This design comes from an exercise in tuning for small area, a short achievable clock period and few clock cycles per item on the open sky130 flow, not from production work. In this exercise RTL edits were held to simulation tests only and were not proved equivalent to the original. Power figures rest on the tool's default switching activity, not on a simulated workload.

===== design/flow/run.sh =====
#!/bin/bash
# synth_recipe.tcl (not shown) runs the flow's synth.tcl, then flattens the netlist and writes it again
# the make line also repeats each setting of config.mk as NAME=value (left out here)
make -C /OpenROAD-flow-scripts/flow DESIGN_CONFIG=/design/flow/config.mk WORK_HOME=/design/flow/orfs CLKGATE_MAP_FILE= SYNTH_SCRIPT=/design/flow/synth_recipe.tcl finish

===== design/flow/config.mk =====
export PLATFORM = sky130hd
export DESIGN_NAME = montprowrap
export DESIGN_NICKNAME = montprowrap
export VERILOG_FILES = /design/flow/design.v
export SDC_FILE = /design/flow/constraint.sdc
export NUM_CORES = 4
export LEC_CHECK = 0
export CAP_MARGIN = 20
export CORE_MARGIN = 2
export CORE_UTILIZATION = 35
export SLEW_MARGIN = 40

===== design/flow/constraint.sdc =====
create_clock -name core_clock -period 130.0 [get_ports {clk}]
set_input_delay 26.0000 -clock core_clock [delete_from_list [all_inputs] [get_ports {clk}]]
set_output_delay 26.0000 -clock core_clock [all_outputs]
set_load 0.01 [all_outputs]

===== design/flow/design.v =====
module montprowrap
    (
     clk,
     rst,
     a, 
     b, 
     m, 
     r, 
     start,  
     done
     );
parameter WID = 256;
parameter CNTWID = 8;
parameter ZERO = 256'b0;
parameter IDLE = 1'b0;
parameter RUNNING = 1'b1;
input     clk;
input     rst;
input [WID-1:0] a;
input [WID-1:0] b;
input [WID-1:0] m;
output [WID-1:0] r;
input            start;
output           done;
reg              state;
reg [CNTWID-1:0] moncnt;  
wire             cntdone;  
wire             isidle; 
wire             cntflg; 
assign           isidle = state == IDLE;
assign           done = isidle; 
assign           cntflg = !isidle;
assign           cntdone = moncnt == -1'd1;
always@(posedge clk)
    begin
    if(rst)
        begin
        state <= IDLE;
        end
    else
        begin
        if(isidle)
            begin
            state <= start? RUNNING:IDLE;
            end
        else
            begin
            state <= cntdone? IDLE:RUNNING;
            end
        end
    end
always@(posedge clk)
    begin
    if(rst)
        begin
        moncnt <= ZERO;
        end
    else if(cntflg)
        begin
        moncnt <= moncnt + 1'b1;
        end
    else
        begin
        moncnt <= 0;
        end
    end
wire [WID:0] corers; 
montpro #(WID,ZERO) imontpro
    (
     .clk(clk),
     .rst(rst),
     .a(a), 
     .b(b), 
     .m(m), 
     .ldnew(done),    
     .r(corers) 
     );
wire [WID-1:0] lstrs;  
assign         lstrs = (corers >= {1'b0,m})? (corers - {1'b0,m}) : corers; 
assign         r = lstrs;
endmodule 
module montpro
    (
     clk,
     rst,
     a, 
     b, 
     m, 
     ldnew,    
     r 
     );
parameter WID = 256;
parameter ZERO = 256'b0;
input     clk;
input     rst;
input [WID-1:0] a;
input [WID-1:0] b;
input [WID-1:0] m;
input           ldnew;
output [WID:0] r;
reg [WID-1:0]    asrg; 
always@(posedge clk)
    begin
    if(rst)
        begin
        asrg <= ZERO;
        end
    else if(ldnew)
        begin
        asrg <= a;
        end
    else
        begin
        asrg <= {1'b0,asrg[WID-1:1]};
        end
    end
wire [WID-1:0] mxao;  
mux #(WID) imxa (ZERO,b,asrg[0],mxao);
wire [WID:0] adari;  
wire [WID+1:0]   adars;  
cla #(WID+1) iclaa (adari,{1'b0,mxao},adars[WID:0],adars[WID+1]);
wire [WID-1:0] mxmo;  
mux #(WID) imxm (ZERO,m,adars[0],mxmo);
wire [WID+2:0]   admrs;  
cla #(WID+2) iclam (adars,{2'b0,mxmo},admrs[WID+1:0],admrs[WID+2]);
reg [WID+2:0]    rsrg;  
always@(posedge clk)
    begin
    if(rst)
        begin
        rsrg <= {2'b0,ZERO};
        end
    else if(ldnew)
        begin
        rsrg <= {2'b0,ZERO};
        end
    else
        begin
        rsrg <= {1'b0,admrs[WID+2:1]};
        end
    end
assign r = rsrg[WID:0];
assign adari = rsrg[WID:0];
endmodule 
module cla
    (
     a,
     b,
     sum,
     c
     );
parameter WID = 6;
input [WID-1:0] a,b;
output [WID-1:0] sum;
output       c;
wire [WID:0] w_c;
wire [WID-1:0] w_g,w_p,w_s;
genvar i;
generate
for(i = 0; i<WID; i = i+1)
    begin : FAgen
    full_adder fai
            (
             .a(a[i]),
             .b(b[i]),
             .c_i(w_c[i]),
             .sum(w_s[i]),
             .c_o()
             );
    end
endgenerate
genvar j;
generate
    for (j=0;j<WID;j=j+1)
        begin : clgen
        assign w_g[j] = a[j] & b[j];
        assign w_p[j] = a[j] | b[j];
        assign w_c[j+1] = w_g[j] | (w_p[j] & w_c[j]);
        end
endgenerate
assign         w_c[0] = 1'b0;
assign         sum = w_s;
assign         c = w_c[WID];
endmodule 
module full_adder
    (
     a,
     b,
     c_i,
     sum,
     c_o
     );
input a;
input b;
input c_i;
output sum;
output c_o;
assign sum = a ^ b ^ c_i;
assign c_o = ((a ^ b) & c_i) | (a & b); 
endmodule 
module mux
    (
     a,
     b,
     s,
     c
     );
parameter WIDTH = 1;
input     s;
input [WIDTH-1:0] a,b;
output [WIDTH-1:0] c;
assign             c = s?b:a;
endmodule 

==> notes.md <==
## layer usage
| metal | global-route usage | up-vias |
|---|---|---|
| met5 | 0 | - |
| met4 | 0.1955 | 72 |
| met3 | 0.07133 | 547 |
| met2 | 0.4863 | 1737 |
| met1 | 0.3447 | 23520 |
| li1 | - | 22865 |
## flip-flops by register name (all words and copies together), names as in the netlist
register       flops
state              1
imontpro.rsrg    257
imontpro.asrg    256
moncnt             8
## how the worst max path moves through the flow
stage | endpoint | slack (ns) | depth (start not counted)
after floorplan | imontpro.rsrg[255] | 5.68 | 260
after global placement | imontpro.rsrg[255] | 2.10 | 261
after detailed placement | imontpro.rsrg[255] | 1.01 | 265
after CTS | imontpro.rsrg[255] | 1.57 | 265
after global routing | imontpro.rsrg[255] | -0.01 | 263
final | imontpro.rsrg[255] | 2.80 | 265
## stage by stage
stage,cells,utilization
final,9132,0.4496
after CTS,9075,0.4477
after global routing,9125,0.4495
after detailed placement,8959,0.4316
after global placement,8957,0.4309
after floorplan,6310,-
## report_power, final
| group | leakage, uW | switching, uW | internal [uW] |
|---|---|---|---|
| Clock | 0.00115 | 84.1 | 117 |
| Sequential | 0.00428 | 5.75 | 168 |
| Combinational | 0.0232 | 79.7 | 65.6 |
| Total | 0.0286 | 169 | 351 |
## kinds of logic (layout without fill, tap and decap cells)
logic type / Yosys count / in the layout
flip-flops: 522 / 522
adder cells (fa/ha/maj): 770 / 770
buffers and inverters: 688 / 1523
AO/OA/AOI/OAI: 1428 / 1428
multiplexers: 272 / 272
AND/OR/NAND/NOR: 2374 / 2374
other: 0 / 57
XOR/XNOR: 256 / 256
## cells in the mapped netlist (all sizes together), types with 14 or more instances
cell type | instances | area [um^2]
a211oi | 15 | 112.6
a21boi | 27 | 206.4
a21o | 89 | 668.1
a21oi | 490 | 2475
a31oi | 24 | 180.2
and2 | 773 | 4836
and3 | 15 | 93.84
buf | 60 | 291.5
clkbuf | 282 | 1059
dfxtp | 522 | 10450
fa | 512 | 10250
ha | 258 | 3228
inv | 346 | 1299
mux2 | 15 | 168.9
mux2i | 257 | 2572
nand2 | 630 | 2367
nand2b | 20 | 125.1
nand3 | 51 | 255.2
nand4 | 156 | 975.9
nor2 | 552 | 2072
nor2b | 17 | 106.4
nor3 | 68 | 340.3
nor4 | 32 | 215.2
o21a | 42 | 315.3
o21ai | 533 | 2668
o21bai | 95 | 716.9
o31ai | 25 | 247.7
or2 | 14 | 87.58
or3 | 20 | 125.1
xnor2 | 148 | 1296
xor2 | 108 | 945.9
## cell type report
| cell class | count | share of cell area |
|---|---|---|
| diodes | 57 | 0.002153 |
| clock buffers | 96 | 0.03017 |
| clock inverters | 20 | 0.005818 |
| inverters | 346 | 0.01961 |
| multi-input cells | 5100 | 0.5874 |
| flip-flops and latches | 522 | 0.1579 |
| well taps | 1930 | 0.03646 |
| repair buffers | 1061 | 0.1605 |
==> flow_summary.toml <==
[sta]
tightest_slew_ns = 0.8691
hold_viol_final = 0
maxSlewViolCount = 0
maxSlewHeadroom = 0.4145
max_freq_mhz = 7.861
finalSetupTns_ns = 0
setup_ws_ns = 2.795
fin_skew_ns = 0.03823
fin_crit_sh = 0.9785
setup_viol = 0
fin_crit_ns = 127.20
fin_worst_hold_slack_ns = 0.4453

[floorplanning]
fp.dieW_um = 388.8
chipHeight_um = 388.8
ioPinCount = 1028
rows = 141
initial_utilization = 0.3518
design.die.area_um2 = 151100
core_area_um2 = 147300

[route]
met2_length_um = 108200
wl_per_cell_um = 25.20
viasPerCell = 5.337
post-route-drc-count = 0
num_vias = 48741
wl_um = 230100
top_layer_used = "met5"
wl_met3_um = 16210
drt_iter0_markers = 3173
ant_nets = 0
dr.pass1.iters = 6
met1_length_um = 88770

[critical_path]
crit_type = "in -> reg"
cpPeakStageDelay_ns = 0.50
critPathRequiredTime_ns = 130.59
critPathMostFrequentCell = "fa_1"
worstReg2RegStart = "imontpro.asrg[0]"
start_kind = "input port"
crit_fanout = 1
end_kind = "register"
worstPathArrival_ns = 127.80
rrSetupSlack_ns = 27.93
crit_path_top_delay_cell = "fa_1"
cp_num_buf_inv = 5
critPathTopFamily = "adder cells"
cp-startpoint = "b[0]"
rr_worst_depth = 264
r2r_end = "imontpro.rsrg[255]"

[synth]
seq_area_frac_synth = 0.2017
synth_top_family_by_area = "adder cells"
synth_fp_nets = 7851
postSynth.asyncResetShare = 0
synth_seq_cells = 522
synth-xor-area-share = 0.04327
synthFlopType = "dfxtp_1"
synthAdderAreaFrac = 0.2601
syn_inst = 6310
syn_area_um2 = 51820
synthSimpleGateAreaFrac = 0.2282
synth_edf_count = 0
ys_warn_count = 2
avgSynthCellArea_um2 = 8.212
ys_types = 83
synthMuxAreaShare = 0.05290
synth_compound_area_frac = 0.1627

[power_and_ir_drop]
ir_drop_uv = 11.32
power_leakage_uw = 0.02862
power_density_nw_per_um2 = 7.854
totalPowerFinal_uw = 520.3

[global_routing]
grtUsageTotal = 0.2964
grt_max_degree = 144
grt-ovfl-total = 0
grt_pass1_wl_um = 331700
antenna_found_initial = 119
grt_pass1_vias = 49655

[placed_design]
dp_hpwl_um = 198900
place_area_um2 = 63570
numPortBuffers = 1027
gp_congestion = 1.014
pre_cts_slack_ns = 1.009

[cts]
post-cts-setup-buffers = 0
cts_num_sinks = 522
cts_hold_buf = 0
numCtsBuffers = 69
cts_tree = "built"
htree_levels = 3
path_clk_slew_ns = 0.06
clk_latency_ns = 0.70
cts_resized = 0
clockBufferDepth = 3
cts_root_buf = "clkbuf_16"

[layout]
multi_input_area_um2 = 38910
final_common_cell = "clkdlybuf4s50_1"
fin_nets = 8641
nFillCells = 14641
final_area_um2 = 66240
regArea_um2 = 10460
area_delta_synth_final_pct = 27.83
final_cell_mix = "clkdlybuf4s50_1 (1026), and2_1 (773), nand2_1 (629)"
drive_gt1_frac = 0.03653

[run]
maxCapViolations = 0

[outcome]
status = "complete, no violations"

[hold_path]
whs_path_depth = 1
whs_endpoint = "moncnt[0]"
min_path_type = "reg -> reg"
hold_start = "moncnt[0]"
Testbench counts, summed over its fixed seeds: cycles 132,096, mults 512.

==> separate check: timing with driven ports <==
How much do the figures lean on ideal ports? The routed layout below was timed once more, with nothing changed but the port constraints. Step 1 assumes that a clkbuf_16 drives the clock port and a buf_2 every other input. Step 2 adds t to the input delays and takes it off the output delays; t is the mean of the earliest and latest rising clock arrival at the registers after step 1. Input paths then give back, and output paths get back, about the clock's delay inside the block. a / b / c = no drivers / after step 1 / after step 2; a / b = the first two.
t, ns: 0.770
setup WS [ns]: 2.795 / 2.854 / 2.084
hold slack, ns: 0.445 / 0.445 / 0.445
worst register clock-pin slew, ns: 0.07 / 0.07
cell pins on the clock port's net: 1
After both steps setup and hold are still met in this run. The setup slack of this run moves by +0.059 ns with the drivers and by -0.711 ns with both steps.
